This is an optimization exercise on Yosys and OpenROAD, whose aim is small area and a short achievable clock period, not a production implementation.
Where RTL was checked, it was by simulation tests only, not by an equivalence proof against the original.
Power figures rest on the tool's default switching activity, not on a simulated workload.

==> flow/design.v <==
module pipe_stage #(parameter W = 1, parameter EN = 1) (
    input clock,
    input [W-1:0] d,
    output [W-1:0] q
);
    generate if (EN) begin : g_reg
        reg [W-1:0] r;
        always @(posedge clock) r <= d;
        assign q = r;
    end else begin : g_wire
        assign q = d;
    end endgenerate
endmodule
module valid_stage #(parameter EN = 1) (
    input clock,
    input reset,
    input d,
    output q
);
    generate if (EN) begin : g_reg
        reg r;
        always @(posedge clock or posedge reset)
            if (reset) r <= 1'b0;
            else       r <= d;
        assign q = r;
    end else begin : g_wire
        assign q = d;
    end endgenerate
endmodule
module fp_adder_16_bit (
    input clock,
    input reset,
    input in_valid,
    input [15:0] operand_a,
    input [15:0] operand_b,
    input final_operation,
    output reg out_valid,
    output reg [15:0] result,
    output reg overflow_flag,
    output reg underflow_flag,
    output reg zero_flag,
    output reg infinity_flag,
    output reg NaN_flag
);
    localparam S1 = 1;    
    localparam S2 = 1;    
    localparam S3 = 1;    
    localparam S4 = 1;    
    localparam S5 = 1;    
    wire        sa = operand_a[15], sb = operand_b[15];
    wire [4:0]  ea = operand_a[14:10], eb = operand_b[14:10];
    wire [9:0]  fa = operand_a[9:0],  fb = operand_b[9:0];
    wire        ha = |fa, hb = |fb;
    wire ea_max = &ea, eb_max = &eb;
    wire inf_c  = (ea_max & ~ha) | (eb_max & ~hb);
    wire nan_c  = (ea_max & ha) | (eb_max & hb);
    wire [5:0]  ediff = {1'b0, ea} - {1'b0, eb};      
    wire        e_lt  = ediff[5];
    wire        e_eq  = (ea == eb);
    wire        f_lt  = (fa < fb);
    wire [4:0]  bexp  = e_lt ? eb : ea;
    wire        flush = e_lt | (ediff[4:0] > 5'd11);
    wire [3:0]  sh    = ediff[3:0];
    wire [9:0]  fa_1, fb_1;
    wire        ha_1, hb_1, sa_1, sb_1, e_lt_1, e_eq_1, f_lt_1;
    wire [4:0]  bexp_1;
    wire [3:0]  sh_1;
    wire        flush_1, fop_1, inf_1, nan_1, v_1;
    pipe_stage #(.W(40), .EN(S1)) r1 (clock,
        {fa, fb, ha, hb, sa, sb, e_lt, e_eq, f_lt, bexp, sh, flush, final_operation, inf_c, nan_c},
        {fa_1, fb_1, ha_1, hb_1, sa_1, sb_1, e_lt_1, e_eq_1, f_lt_1, bexp_1, sh_1, flush_1, fop_1, inf_1, nan_1});
    valid_stage #(.EN(S1)) rv1 (clock, reset, in_valid, v_1);
    wire [10:0] ma_1  = {ha_1, fa_1}, mb_1 = {hb_1, fb_1};
    wire        op_1   = fop_1 ^ sa_1 ^ sb_1;
    wire        zero_1 = ~ha_1 & ~hb_1;
    wire        bsel  = e_eq_1 ? f_lt_1 : e_lt_1;
    wire        sign_1 = bsel ? sb_1 : sa_1;
    wire [10:0] big_1 = bsel ? mb_1 : ma_1;
    wire [13:0] lx    = {mb_1, 3'b000};
    wire [13:0] shx   = lx >> sh_1;
    wire [10:0] por;
    genvar q;
    generate for (q = 0; q < 11; q = q + 1) begin : g_por
        assign por[q] = |mb_1[q:0];
    end endgenerate
    wire [15:0] stk_sel = {3'b000, por, 2'b00};     
    wire [15:0] nz_sel  = {4'b0000, por, 1'b0};     
    wire        stk   = stk_sel[sh_1];
    wire        nz_lo = nz_sel[sh_1];
    wire        fstk  = e_lt_1 ? ha_1 : hb_1;
    wire [13:0] al    = flush_1 ? {13'd0, fstk} :
                        (e_eq_1 & f_lt_1) ? {ma_1, 3'b000} : {shx[13:1], stk};
    wire        z3    = flush_1 ? ~fstk : (e_eq_1 & f_lt_1) ? 1'b1 : ~nz_lo;
    wire        c3    = op_1 & z3;
    wire [13:0] ax    = al ^ {14{op_1}};
    wire        keep  = ~op_1 & ~fop_1;              
    wire [10:0] big_2, axh_2;
    wire [2:0]  al_lo_2;
    wire [4:0]  bexp_2;
    wire        c3_2, op_2, keep_2, sign_2, zero_2, inf_2, nan_2, v_2;
    pipe_stage #(.W(37), .EN(S2)) r2 (clock,
        {big_1, ax[13:3], al[2:0], c3, op_1, keep, bexp_1, sign_1, zero_1, inf_1, nan_1},
        {big_2, axh_2, al_lo_2, c3_2, op_2, keep_2, bexp_2, sign_2, zero_2, inf_2, nan_2});
    valid_stage #(.EN(S2)) rv2 (clock, reset, v_1, v_2);
    wire [11:0] g0 = {big_2 & axh_2, c3_2};
    wire [11:0] p0 = {big_2 ^ axh_2, 1'b0};
    wire [11:0] g1, p1, g2, p2, g3, p3, g4;
    genvar j;
    generate for (j = 0; j < 12; j = j + 1) begin : g_ks
        if (j >= 1) begin : l1
            assign g1[j] = g0[j] | (p0[j] & g0[j-1]);
            assign p1[j] = p0[j] & p0[j-1];
        end else begin : n1
            assign g1[j] = g0[j];
            assign p1[j] = p0[j];
        end
        if (j >= 2) begin : l2
            assign g2[j] = g1[j] | (p1[j] & g1[j-2]);
            assign p2[j] = p1[j] & p1[j-2];
        end else begin : n2
            assign g2[j] = g1[j];
            assign p2[j] = p1[j];
        end
        if (j >= 4) begin : l3
            assign g3[j] = g2[j] | (p2[j] & g2[j-4]);
            assign p3[j] = p2[j] & p2[j-4];
        end else begin : n3
            assign g3[j] = g2[j];
            assign p3[j] = p2[j];
        end
        if (j >= 8) begin : l4
            assign g4[j] = g3[j] | (p3[j] & g3[j-8]);
        end else begin : n4
            assign g4[j] = g3[j];
        end
    end endgenerate
    wire [11:0] hi   = {g4[11], p0[11:1] ^ g4[10:0]};
    wire [2:0]  r_lo = op_2 ? (3'd0 - al_lo_2) : al_lo_2;
    wire        as_  = hi[11] & keep_2;
    wire [13:0] R    = {hi[10:0], r_lo};
    wire [13:0] R_3;
    wire [4:0]  bexp_3;
    wire        as_3, sign_3, zero_3, inf_3, nan_3, v_3;
    pipe_stage #(.W(24), .EN(S3)) r3 (clock,
        {R, as_, bexp_2, sign_2, zero_2, inf_2, nan_2},
        {R_3, as_3, bexp_3, sign_3, zero_3, inf_3, nan_3});
    valid_stage #(.EN(S3)) rv3 (clock, reset, v_2, v_3);
    wire [14:0] T = {as_3, R_3};
    reg  [3:0]  s;
    integer i;
    always @(*) begin
        s = 4'd1;
        for (i = 0; i < 14; i = i + 1)
            if (R_3[i]) s = 4'd14 - i;
        if (as_3) s = 4'd0;
    end
    wire [14:0] tsh = T << {s[3:2], 2'b00};          
    wire [13:0] tsh_4;
    wire [3:0]  s_4;
    wire [4:0]  bexp_4;
    wire        sign_4, zero_4, inf_4, nan_4, v_4;
    pipe_stage #(.W(27), .EN(S4)) r4 (clock,
        {tsh[13:0], s, bexp_3, sign_3, zero_3, inf_3, nan_3},
        {tsh_4, s_4, bexp_4, sign_4, zero_4, inf_4, nan_4});
    valid_stage #(.EN(S4)) rv4 (clock, reset, v_3, v_4);
    wire [13:0] fsh = tsh_4 << s_4[1:0];
    wire [12:0] nm_4 = fsh[13:1];
    wire [4:0]  ne  = bexp_4 + 5'd1 - {1'b0, s_4};
    wire [9:0]  M   = nm_4[12:3];
    wire        inc = nm_4[2] & (nm_4[1] | nm_4[0] | nm_4[3]);
    wire [9:0]  pre;
    genvar k;
    generate for (k = 0; k < 10; k = k + 1) begin : g_pre
        if (k == 0) begin : g0
            assign pre[k] = 1'b1;
        end else begin : gk
            assign pre[k] = &M[k-1:0];
        end
    end endgenerate
    wire [9:0]  mr  = M ^ (pre & {10{inc}});
    wire        m_all1 = &M;
    wire        m_zero = ~|M;
    wire        m_1ff  = (M == 10'h1ff);
    wire        m_200  = (M == 10'h200);
    wire        wr  = inc ? m_1ff : m_200;           
    wire        mrz = inc ? m_all1 : m_zero;         
    wire [9:0]  mr_5;
    wire [4:0]  ne0;
    wire        wr_5, mrz_5, sign_5, zero_5, inf_5, nan_5, v_5;
    pipe_stage #(.W(21), .EN(S5)) r5 (clock,
        {mr, wr, mrz, ne, sign_4, zero_4, inf_4, nan_4},
        {mr_5, wr_5, mrz_5, ne0, sign_5, zero_5, inf_5, nan_5});
    valid_stage #(.EN(S5)) rv5 (clock, reset, v_4, v_5);
    wire [4:0]  ne1 = ne0 + 5'd1;
    wire        ovf = wr_5 ? (ne0 == 5'd30) : (ne0 == 5'd31);
    wire        unf = (ne0 == 5'd0) & mrz_5;
    wire [4:0]  ex  = wr_5 ? ne1 : ne0;
    wire [9:0]  mo  = ovf ? 10'd0 : wr_5 ? 10'd1 : mr_5;
    wire [4:0]  xo  = (inf_5 | nan_5) ? 5'h1f : ex;
    wire [9:0]  fo  = inf_5 ? 10'd0 : nan_5 ? 10'h3ff : mo;
    always @(posedge clock) begin
        result         <= {sign_5, xo, fo};
        overflow_flag  <= ovf;
        underflow_flag <= unf;
        zero_flag      <= zero_5;
        infinity_flag  <= inf_5;
        NaN_flag       <= nan_5;
    end
    always @(posedge clock or posedge reset)
        if (reset) out_valid <= 1'b0;
        else       out_valid <= v_5;
endmodule
==> flow/config.mk <==
export PLATFORM = sky130hd
export DESIGN_NAME = fp_adder_16_bit
export DESIGN_NICKNAME = fp_adder_16_bit
export VERILOG_FILES = /design/flow/design.v
export SDC_FILE = /design/flow/constraint.sdc
export NUM_CORES = 4
export LEC_CHECK = 0
export CAP_MARGIN = 20
export CORE_MARGIN = 2
export CORE_UTILIZATION = 40
export CTS_BUF_LIST = sky130_fd_sc_hd__clkbuf_8
export CTS_CLUSTER_SIZE = 40
export SETUP_SLACK_MARGIN = 1.5
export SLEW_MARGIN = 20
==> flow/constraint.sdc <==
create_clock -name core_clock -period 3.5 [get_ports {clock}]
set_input_delay 0.7000 -clock core_clock [delete_from_list [all_inputs] [get_ports {clock}]]
set_output_delay 0.7000 -clock core_clock [all_outputs]
set_load 0.01 [all_outputs]
run.sh (not shown) runs the stock make flow with config.mk's settings and CLKGATE_MAP_FILE= SYNTH_SCRIPT=/design/flow/synth_recipe.tcl, a recipe that flattens the netlist after the stock synthesis.
The baseline produced a clean layout.
Next try:
--- a/flow/design.v
+++ b/flow/design.v
@@ -23,12 +23,36 @@
             if (reset) r <= 1'b0;
             else       r <= d;
         assign q = r;
     end else begin : g_wire
         assign q = d;
     end endgenerate
+endmodule
+module ks_carry #(parameter N = 8) (
+    input  [N-1:0] g,
+    input  [N-1:0] p,
+    output [N-1:0] co
+);
+    localparam L = $clog2(N);
+    wire [N-1:0] gl [0:L];
+    wire [N-1:0] pl [0:L];
+    assign gl[0] = g;
+    assign pl[0] = p;
+    genvar l, i;
+    generate for (l = 0; l < L; l = l + 1) begin : g_lvl
+        for (i = 0; i < N; i = i + 1) begin : g_bit
+            if (i >= (1 << l)) begin : g_op
+                assign gl[l+1][i] = gl[l][i] | (pl[l][i] & gl[l][i-(1<<l)]);
+                assign pl[l+1][i] = pl[l][i] & pl[l][i-(1<<l)];
+            end else begin : g_pass
+                assign gl[l+1][i] = gl[l][i];
+                assign pl[l+1][i] = pl[l][i];
+            end
+        end
+    end endgenerate
+    assign co = gl[L];
 endmodule
 module fp_adder_16_bit (
     input clock,
     input reset,
     input in_valid,
     input [15:0] operand_a,
@@ -51,16 +75,21 @@
     wire [4:0]  ea = operand_a[14:10], eb = operand_b[14:10];
     wire [9:0]  fa = operand_a[9:0],  fb = operand_b[9:0];
     wire        ha = |fa, hb = |fb;
     wire ea_max = &ea, eb_max = &eb;
     wire inf_c  = (ea_max & ~ha) | (eb_max & ~hb);
     wire nan_c  = (ea_max & ha) | (eb_max & hb);
-    wire [5:0]  ediff = {1'b0, ea} - {1'b0, eb};      
-    wire        e_lt  = ediff[5];
-    wire        e_eq  = (ea == eb);
-    wire        f_lt  = (fa < fb);
+    wire [5:0]  ec;
+    ks_carry #(.N(6)) kse (.g({ea & ~eb, 1'b1}), .p({~(ea ^ eb), 1'b0}), .co(ec));
+    wire [4:0]  ed    = ~(ea ^ eb) ^ ec[4:0];
+    wire        e_lt  = ~ec[5];                       
+    wire        e_eq  = &(~(ea ^ eb));
+    wire [10:0] fc;
+    ks_carry #(.N(11)) ksf (.g({fa & ~fb, 1'b1}), .p({~(fa ^ fb), 1'b0}), .co(fc));
+    wire        f_lt  = ~fc[10];                      
+    wire [5:0]  ediff = {e_lt, ed};
     wire [4:0]  bexp  = e_lt ? eb : ea;
     wire        flush = e_lt | (ediff[4:0] > 5'd11);
     wire [3:0]  sh    = ediff[3:0];
     wire [9:0]  fa_1, fb_1;
     wire        ha_1, hb_1, sa_1, sb_1, e_lt_1, e_eq_1, f_lt_1;
     wire [4:0]  bexp_1;
@@ -75,25 +104,25 @@
     wire        zero_1 = ~ha_1 & ~hb_1;
     wire        bsel  = e_eq_1 ? f_lt_1 : e_lt_1;
     wire        sign_1 = bsel ? sb_1 : sa_1;
     wire [10:0] big_1 = bsel ? mb_1 : ma_1;
     wire [13:0] lx    = {mb_1, 3'b000};
     wire [13:0] shx   = lx >> sh_1;
-    wire [10:0] por;
-    genvar q;
-    generate for (q = 0; q < 11; q = q + 1) begin : g_por
-        assign por[q] = |mb_1[q:0];
-    end endgenerate
-    wire [15:0] stk_sel = {3'b000, por, 2'b00};     
-    wire [15:0] nz_sel  = {4'b0000, por, 1'b0};     
-    wire        stk   = stk_sel[sh_1];
-    wire        nz_lo = nz_sel[sh_1];
+    reg  [13:0] smask, zmask;
+    integer m;
+    always @(*) begin
+        for (m = 0; m < 14; m = m + 1) begin
+            smask[m] = (m < sh_1 + 2);
+            zmask[m] = (m < sh_1 + 3);
+        end
+    end
+    wire        stk   = |(lx & smask);
     wire        fstk  = e_lt_1 ? ha_1 : hb_1;
     wire [13:0] al    = flush_1 ? {13'd0, fstk} :
                         (e_eq_1 & f_lt_1) ? {ma_1, 3'b000} : {shx[13:1], stk};
-    wire        z3    = flush_1 ? ~fstk : (e_eq_1 & f_lt_1) ? 1'b1 : ~nz_lo;
+    wire        z3    = flush_1 ? ~fstk : (e_eq_1 & f_lt_1) ? 1'b1 : ~|(lx & zmask);
     wire        c3    = op_1 & z3;
     wire [13:0] ax    = al ^ {14{op_1}};
     wire        keep  = ~op_1 & ~fop_1;              
     wire [10:0] big_2, axh_2;
     wire [2:0]  al_lo_2;
     wire [4:0]  bexp_2;
=>
- count of clock-buffer cells in the layout stays the same
- die area climbs by 3.4%
- final area goes up by 2.1%
- combinational power is higher by about 6%
- hold slack got worse by 6.6 ps
- routed wire length increases by 6.0%
- setup slack got worse by 38 ps
- sequential cell count does not change
- power is higher by 3.2%
Function not checked in the second run of this note: the RTL went through the layout flow alone.

==> port drivers added, routing unchanged <==
No port has a modelled driver above. Below, the same layouts with a new extraction and two added sets of constraints. Step 1 (the two cells are an assumption about what drives the block):
set clk [get_ports {clock}]
set_driving_cell -lib_cell sky130_fd_sc_hd__clkbuf_16 $clk
set_driving_cell -lib_cell sky130_fd_sc_hd__buf_2 [delete_from_list [all_inputs] $clk]
Step 2, shift: input delay + t, output delay - t, t = (earliest + latest rising clock arrival at the registers) / 2. This alone moves slack from input paths to output paths. Slacks: ideal / step 1 / step 2; pairs: ideal / step 1.
run	shift t [ns]	setup slack, ns	hold WS [ns]	worst setup path after step 2
the first run	0.475	1.509 / 1.509 / 1.064	0.332 / 0.332 / 0.332	input to register
the second run	0.468	1.471 / 1.491 / 1.023	0.326 / 0.326 / 0.326	input to register
After both steps setup and hold are still met in every run listed. The setup slack of the second run, which loses most, moves by +0.020 ns with the drivers and by -0.448 ns with both steps.
